Source: an optimization exercise on an open RTL-to-GDS flow (aim: small area and a short achievable clock period). Production flows keep margins and buffers that such runs may drop.
No functional check of the RTL was part of any run shown here.
Power and IR drop assume default switching activity.

==> flow/design.v (outline; a module is shown in full before it is edited, if it fits) <==
// module divmodder: 2500 lines
module divmodder #(parameter WIDTH = 32, parameter LATENCY = 4) (
  input clock, input reset,
  input [WIDTH-1:0] in1, input [WIDTH-1:0] in2,
  output [WIDTH-1:0] div, output [WIDTH-1:0] mod);
  // ...
==> flow/flow/run.sh <==
#!/bin/bash
# The standard layout, with plain buf_1 cells as the port buffers
# (instead of the default delay-buffer cells), and timing repair asked
# to leave a setup margin, so that it speeds up the critical paths.
set -euo pipefail
bash standard.sh "BUFFER_PORTS_ARGS=-buffer_cell sky130_fd_sc_hd__buf_1" "SETUP_SLACK_MARGIN=64.5" finish > standard.log 2>&1
==> flow/standard.sh <==
#!/bin/bash
# synth_recipe.tcl (not shown) runs the flow's synth.tcl, then flattens the netlist and writes it again
# the make line also repeats each setting of config.mk as NAME=value (left out here)
make -C /OpenROAD-flow-scripts/flow DESIGN_CONFIG=/design/flow/config.mk WORK_HOME=/design/flow/orfs CLKGATE_MAP_FILE= SYNTH_SCRIPT=/design/flow/synth_recipe.tcl "${@:-finish}"
==> flow/config.mk <==
export PLATFORM = sky130hd
export DESIGN_NAME = divmodder
export DESIGN_NICKNAME = divmodder
export VERILOG_FILES = /design/flow/design.v
export SDC_FILE = /design/flow/constraint.sdc
export NUM_CORES = 4
export LEC_CHECK = 0
export ABC_AREA = 1
export CAP_MARGIN = 20
export CORE_MARGIN = 2
export CORE_UTILIZATION = 55
export SLEW_MARGIN = 20
==> flow/constraint.sdc <==
create_clock -name core_clock -period 85.0 [get_ports {clock}]
set_input_delay 17.0000 -clock core_clock [delete_from_list [all_inputs] [get_ports {clock}]]
set_output_delay 17.0000 -clock core_clock [all_outputs]
set_load 0.01 [all_outputs]
==> results.sh, run 1 <==
export IMPL_outcome="timing/DRC/antenna clean"
export IMPL_start_util_pct=55.4
export IMPL_hold_viol=0
export IMPL_syn_area_per_cell_um2=7.02
export IMPL_regArea_mm2=0.00657
export IMPL_ys_warn_count=1
export IMPL_synthSimpleGateAreaFrac_pct=30.0
export IMPL_seq_power_w=0.000183
export IMPL_synth_compound_area_share_pct=10.7
export IMPL_root_buffer="clkbuf_16"
export IMPL_worstHoldStart="s2_q[6]$_DFF_P_"
export IMPL_seq_cell_count=326
export IMPL_grt_ovfl_total=0
export IMPL_maxCapViolCount=0
export IMPL_postSynth_asyncResetShare_pct=0
export IMPL_synth_common_cells="nand2_1, inv_1, ha_1"
export IMPL_powerComb_w=0.000270
export IMPL_grt_pass1_vias=30500
export IMPL_ios=130
export IMPL_peakVddDrop_mv=0.0193
export IMPL_finish_utilization_pct=64.3
export IMPL_power_switching_w=0.000247
export IMPL_n_antenna_cell=2
export IMPL_combPwrFrac_pct=42.3
export IMPL_rsz0062_at_grt="false"
export IMPL_nNetsFinal=6057
export IMPL_antenna_found_initial=7
==> run 2: changes to the inputs <==
--- a/flow/design.v
+++ b/flow/design.v
@@ -7,50 +7,50 @@
   wire [0:0] dd0 = in2[0:0];
   wire [0:0] pg0 = ~(t0 ^ dd0);
   wire [0:0] gg0 = ~t0 & dd0;
   wire [1:0] bw0 = {gg0[0], 1'b0};
   wire [0:0] df0 = ~pg0 ^ bw0[0:0];
   wire ge0 = ~bw0[1] & ~hi0;
   wire [0:0] r1 = ge0 ? df0 : t0;
   wire [0:0] q1 = ge0;
-  wire [1:0] t1 = {r1, in1[30]};
-  wire hi1 = |in2[31:2];
-  wire [1:0] dd1 = in2[1:0];
+  reg [31:0] s1_d;
+  always @(posedge clock) s1_d <= in2;
+  reg [30:0] s1_a;
+  always @(posedge clock) s1_a <= in1[30:0];
+  reg [0:0] s1_r;
+  always @(posedge clock) s1_r <= r1;
+  reg [0:0] s1_q;
+  always @(posedge clock) s1_q <= q1;
+  wire [1:0] t1 = {s1_r, s1_a[30]};
+  wire hi1 = |s1_d[31:2];
+  wire [1:0] dd1 = s1_d[1:0];
   wire [1:0] pg1 = ~(t1 ^ dd1);
   wire [1:0] gg1 = ~t1 & dd1;
   wire G1_1 = gg1[1] | (pg1[1] & gg1[0]);
   wire P1_1 = pg1[1] & pg1[0];
   wire [2:0] bw1 = {G1_1, gg1[0], 1'b0};
   wire [1:0] df1 = ~pg1 ^ bw1[1:0];
   wire ge1 = ~bw1[2] & ~hi1;
   wire [1:0] r2 = ge1 ? df1 : t1;
-  wire [1:0] q2 = {q1, ge1};
-  reg [31:0] s1_d;
-  always @(posedge clock) s1_d <= in2;
-  reg [29:0] s1_a;
-  always @(posedge clock) s1_a <= in1[29:0];
-  reg [1:0] s1_r;
-  always @(posedge clock) s1_r <= r2;
-  reg [1:0] s1_q;
-  always @(posedge clock) s1_q <= q2;
-  wire [2:0] t2 = {s1_r, s1_a[29]};
+  wire [1:0] q2 = {s1_q, ge1};
+  wire [2:0] t2 = {r2, s1_a[29]};
   wire hi2 = |s1_d[31:3];
   wire [2:0] dd2 = s1_d[2:0];
   wire [2:0] pg2 = ~(t2 ^ dd2);
   wire [2:0] gg2 = ~t2 & dd2;
   wire G2_1 = gg2[1] | (pg2[1] & gg2[0]);
   wire P2_1 = pg2[1] & pg2[0];
   wire G2_2 = gg2[2] | (pg2[2] & G2_1);
   wire P2_2 = pg2[2] & P2_1;
   wire [3:0] bw2 = {G2_2, G2_1, gg2[0], 1'b0};
   wire [2:0] df2 = ~pg2 ^ bw2[2:0];
   wire ge2 = ~bw2[3] & ~hi2;
   wire [2:0] r3 = ge2 ? df2 : t2;
-  wire [2:0] q3 = {s1_q, ge2};
+  wire [2:0] q3 = {q2, ge2};
   wire [3:0] t3 = {r3, s1_a[28]};
   wire hi3 = |s1_d[31:4];
   wire [3:0] dd3 = s1_d[3:0];
   wire [3:0] pg3 = ~(t3 ^ dd3);
   wire [3:0] gg3 = ~t3 & dd3;
   wire G3_1 = gg3[1] | (pg3[1] & gg3[0]);
   wire P3_1 = pg3[1] & pg3[0];
   wire G3_2 = gg3[3] | (pg3[3] & gg3[2]);
==> flow/flow/run.sh (replaced) <==
#!/bin/bash
# The standard layout, with plain buf_1 cells as the port buffers
# (instead of the default delay-buffer cells), and timing repair asked
# to leave a setup margin, so that it speeds up the critical paths.
set -euo pipefail
bash standard.sh "BUFFER_PORTS_ARGS=-buffer_cell sky130_fd_sc_hd__buf_1" "SETUP_SLACK_MARGIN=65" finish > standard.log 2>&1
==> flow/config.mk (replaced) <==
export PLATFORM = sky130hd
export DESIGN_NAME = divmodder
export DESIGN_NICKNAME = divmodder
export VERILOG_FILES = /design/flow/design.v
export SDC_FILE = /design/flow/constraint.sdc
export NUM_CORES = 4
export LEC_CHECK = 0
export ABC_AREA = 1
export CAP_MARGIN = 20
export CORE_MARGIN = 2
export CORE_UTILIZATION = 40
export SLEW_MARGIN = 20
==> run 2 against run 1 <==
Non-clock buffer count rose by 72. Routed wire length up 2.5%. Worst setup slack gained 380 ps. Die area up 36%. Global-route usage down 7.5 points.
==> results.sh, run 2 <==
export IMPL_post_route_min_period_ps=19310
export IMPL_max_freq_mhz=51.8
export IMPL_finalWorstSetupSlack_ps=65690
export IMPL_synth_area_mm2=0.0354
export IMPL_period_share_pct=22.7
export IMPL_setup_viol=0
export IMPL_worst_clock_skew_ps=35.3
export IMPL_n_fill_cell=8698
export IMPL_grt_ovfl_total=0
export IMPL_syn_area_per_cell_um2=7.03
export IMPL_rsz0062_at_grt="false"
export IMPL_clk_pin_slew_ps=60
export IMPL_clk_path_buf_depth=3
export IMPL_finalMaxSlewViolations=0
export IMPL_start_util_pct=40.2
export IMPL_cts_tree="yes"
export IMPL_grt_pass1_wl_mm=156
export IMPL_cts_sinks=325
export IMPL_die_area_mm2=0.0908
export IMPL_wire_per_inst_um=15.8
export IMPL_portBuffers=128
export IMPL_root_buffer="clkbuf_16"
export IMPL_postSynth_asyncResetShare_pct=0
export IMPL_drc=0
export IMPL_drtPass1Iterations=5
export IMPL_worst_pin_slew_ps=879
export IMPL_ys_seq_elements=325
export IMPL_synth_main_ff_cell="dfxtp_1"
export IMPL_layout_area_overhead_vs_synth_pct=21.2
export IMPL_layout_common_cells="nand2_1, inv_1, ha_1, nand3_1, dfxtp_1"
export IMPL_finalSetupTns_ps=0
export IMPL_p_leak_nw=21.9
export IMPL_ios=130
export IMPL_p_total_w=0.000642
export IMPL_crit_slowest_cell="or3b_4"
export IMPL_cpPeakStageDelay_ps=410
export IMPL_min_path_type="reg2reg"
export IMPL_maxCapViolCount=0
export IMPL_peakVddDrop_mv=0.0197
export IMPL_path_class="reg2reg"
export IMPL_grt_max_degree=63
export IMPL_synth_most_common_cell="nand2_1"
export IMPL_core_mm2=0.0880
export IMPL_antenna_found_initial=2
export IMPL_antenna_left=0
export IMPL_dp_hpwl_mm=74.3
export IMPL_ys_warn_count=1
export IMPL_cts_inserted_buffers=39
export IMPL_end_kind="register"
export IMPL_synth_fp_nets=5713
export IMPL_synth_largest_area_cell="dfxtp_1"
export IMPL_instances_no_fill=6593
export IMPL_floorplan_rows=109
export IMPL_final_common_cell="nand2_1"
export IMPL_crit_buf_inv=42
export IMPL_synth_cell_types=67
export IMPL_cts_hold_fix_buffers=0
export IMPL_crit_family="simple AND/OR/NAND/NOR gates"
export IMPL_synth_edf_count=0
export IMPL_cpMostUsedCell="buf_4"
export IMPL_required_ps=85490
export IMPL_synth_cells=5027
export IMPL_synth_top_cell_area_share_pct=18.4
export IMPL_final_layout_size_suffix_gt1_share_pct=17.4
export IMPL_synth_common_cells="nand2_1, inv_1, ha_1"
export IMPL_viasPerCell=5.09
export IMPL_die_w_um=301
export IMPL_arrival_ps=19800
export IMPL_hold_viol=0
export IMPL_pre_cts_ws_ps=61540
export IMPL_relSlewSlack_pct=41.3
export IMPL_startpoint_type="register"
export IMPL_nNetsFinal=6082
export IMPL_worst_path_max_fanout=8
export IMPL_synthTopCellsByArea="dfxtp_1, ha_1, nand2_1"
export IMPL_die_h_um=301
export IMPL_dp_cells=6263
export IMPL_power_density_mw_per_mm2=15.0
export IMPL_vias=33600
export IMPL_outcome="timing/DRC/antenna clean"
export IMPL_gp_congestion=0.885
export IMPL_track_usage_pct=21.2
export IMPL_grt_pass1_vias=30700
export IMPL_htreeDepth=2
export IMPL_drtIter0Drc=1808
export IMPL_yosysSeqAreaShare_pct=18.4
export IMPL_routed_wl_mm=104
export IMPL_clock_latency_ps=620
run 2: changes by cell type after synthesis, moves of 7 or more:
cell and change:
xor2_1 +8, o21ai_1 +9, nand2_1 -16, or2_2 -13
nor4_1 +7, inv_1 -14
run 2: cells by family after synthesis:
family / count (synthesis) / synth area share (%)
AO/OA/AOI/OAI: 637 / 10.7
XOR/XNOR: 277 / 6.86
adder cells (fa/ha/maj): 620 / 24.7
buffers and inverters: 760 / 8.59
flip-flops: 325 / 18.4
multiplexers: 35 / 1.10
AND/OR/NAND/NOR: 2373 / 29.7
run 2: metrics by stage:
| stage | hold slack, ps | util [%] | instance area, µm² |
|---|---|---|---|
| CTS | 296 | 45.2 | 39800 |
| detailed placement | 312 | 42.1 | 37000 |
| global placement | 311 | 42.1 | 37000 |
| floorplan | 310 | - | 35400 |
| finish | 303 | 48.7 | 42800 |
| global route | 322 | 48.7 | 42800 |
run 2: path summary, 6_finish.rpt:
kind	from	to	slack, ps	depth (start not counted)
max	s1_d[0]$_DFF_P_	s2_r[4]$_DFF_P_	65690	141
max reg2reg	s1_d[0]$_DFF_P_	s2_r[4]$_DFF_P_	65690	141
min reg2reg	s2_q[4]$_DFF_P_	s3_q[14]$_DFF_P_	300	0
min	s2_q[4]$_DFF_P_	s3_q[14]$_DFF_P_	300	0
run 2: cell type report:
class	count	area [µm²]	share of cell area [%]
Clock buffer	53	1080	2.52
Tap cell	1165	1460	3.40
Multi-Input combinational cell	3961	27600	64.5
Timing Repair inverter	5	37.5	0.0876
Antenna cell	1	2.50	0.00584
Clock inverter	19	284	0.663
Sequential cell	325	6560	15.3
Timing Repair Buffer	393	3180	7.42
Inverter	671	2630	6.13
run 2: layer usage:
layer | global-route usage (%) | vias up | share of wire (%)
met2 | 35.9 | 734 | 46
met3 | 2.74 | 170 | 4.9
met1 | 28.0 | 15500 | 46
met4 | 6.67 | 0 | 3.1
met5 | 0 | - | 0
li1 | - | 17200 | -
run 2: report_power, final:
part	internal (W)	switching [W]	leakage (nW)
clock network	0.000103	0.0000725	0.658
logic	0.000118	0.000165	18.5
registers	0.000171	0.0000114	2.72
total	0.000392	0.000249	21.9
run 2: timing repair:
item	in CTS	in global routing
setup endpoints to repair	72	70
cloned	15	27
gates resized for setup	164	358
setup buffers	81	134
hold endpoints to repair	0	0
pin swaps	32	129

-- what the ideal ports hide --
Ports are ideal in the flow. The routed layouts listed here were re-timed in OpenROAD.
Step 1 (the two cells are an assumption about what drives the block):
set clk [get_ports {clock}]
set_driving_cell -lib_cell sky130_fd_sc_hd__clkbuf_16 $clk
set_driving_cell -lib_cell sky130_fd_sc_hd__buf_2 [delete_from_list [all_inputs] $clk]
Step 2, shift: input delay + t, output delay - t, t = (earliest + latest rising clock arrival at the registers) / 2. This alone moves slack from input paths to output paths.
a / b / c = no drivers / after step 1 / after step 2; a / b = the first two.
| run | t, ns | setup slack, ns | worst data-port slew with drivers (ns) | pins driven straight from the clock port |
|---|---|---|---|---|
| run 1 | 0.655 | 65.308 / 65.353 / 64.698 | 0.10 | 1 |
| run 2 | 0.677 | 65.690 / 65.690 / 65.690 | 0.06 | 1 |
After both steps every run listed still meets setup and hold. For run 1, which loses most, drivers alone change the setup slack by +0.045 ns; drivers and shift together by -0.610 ns.
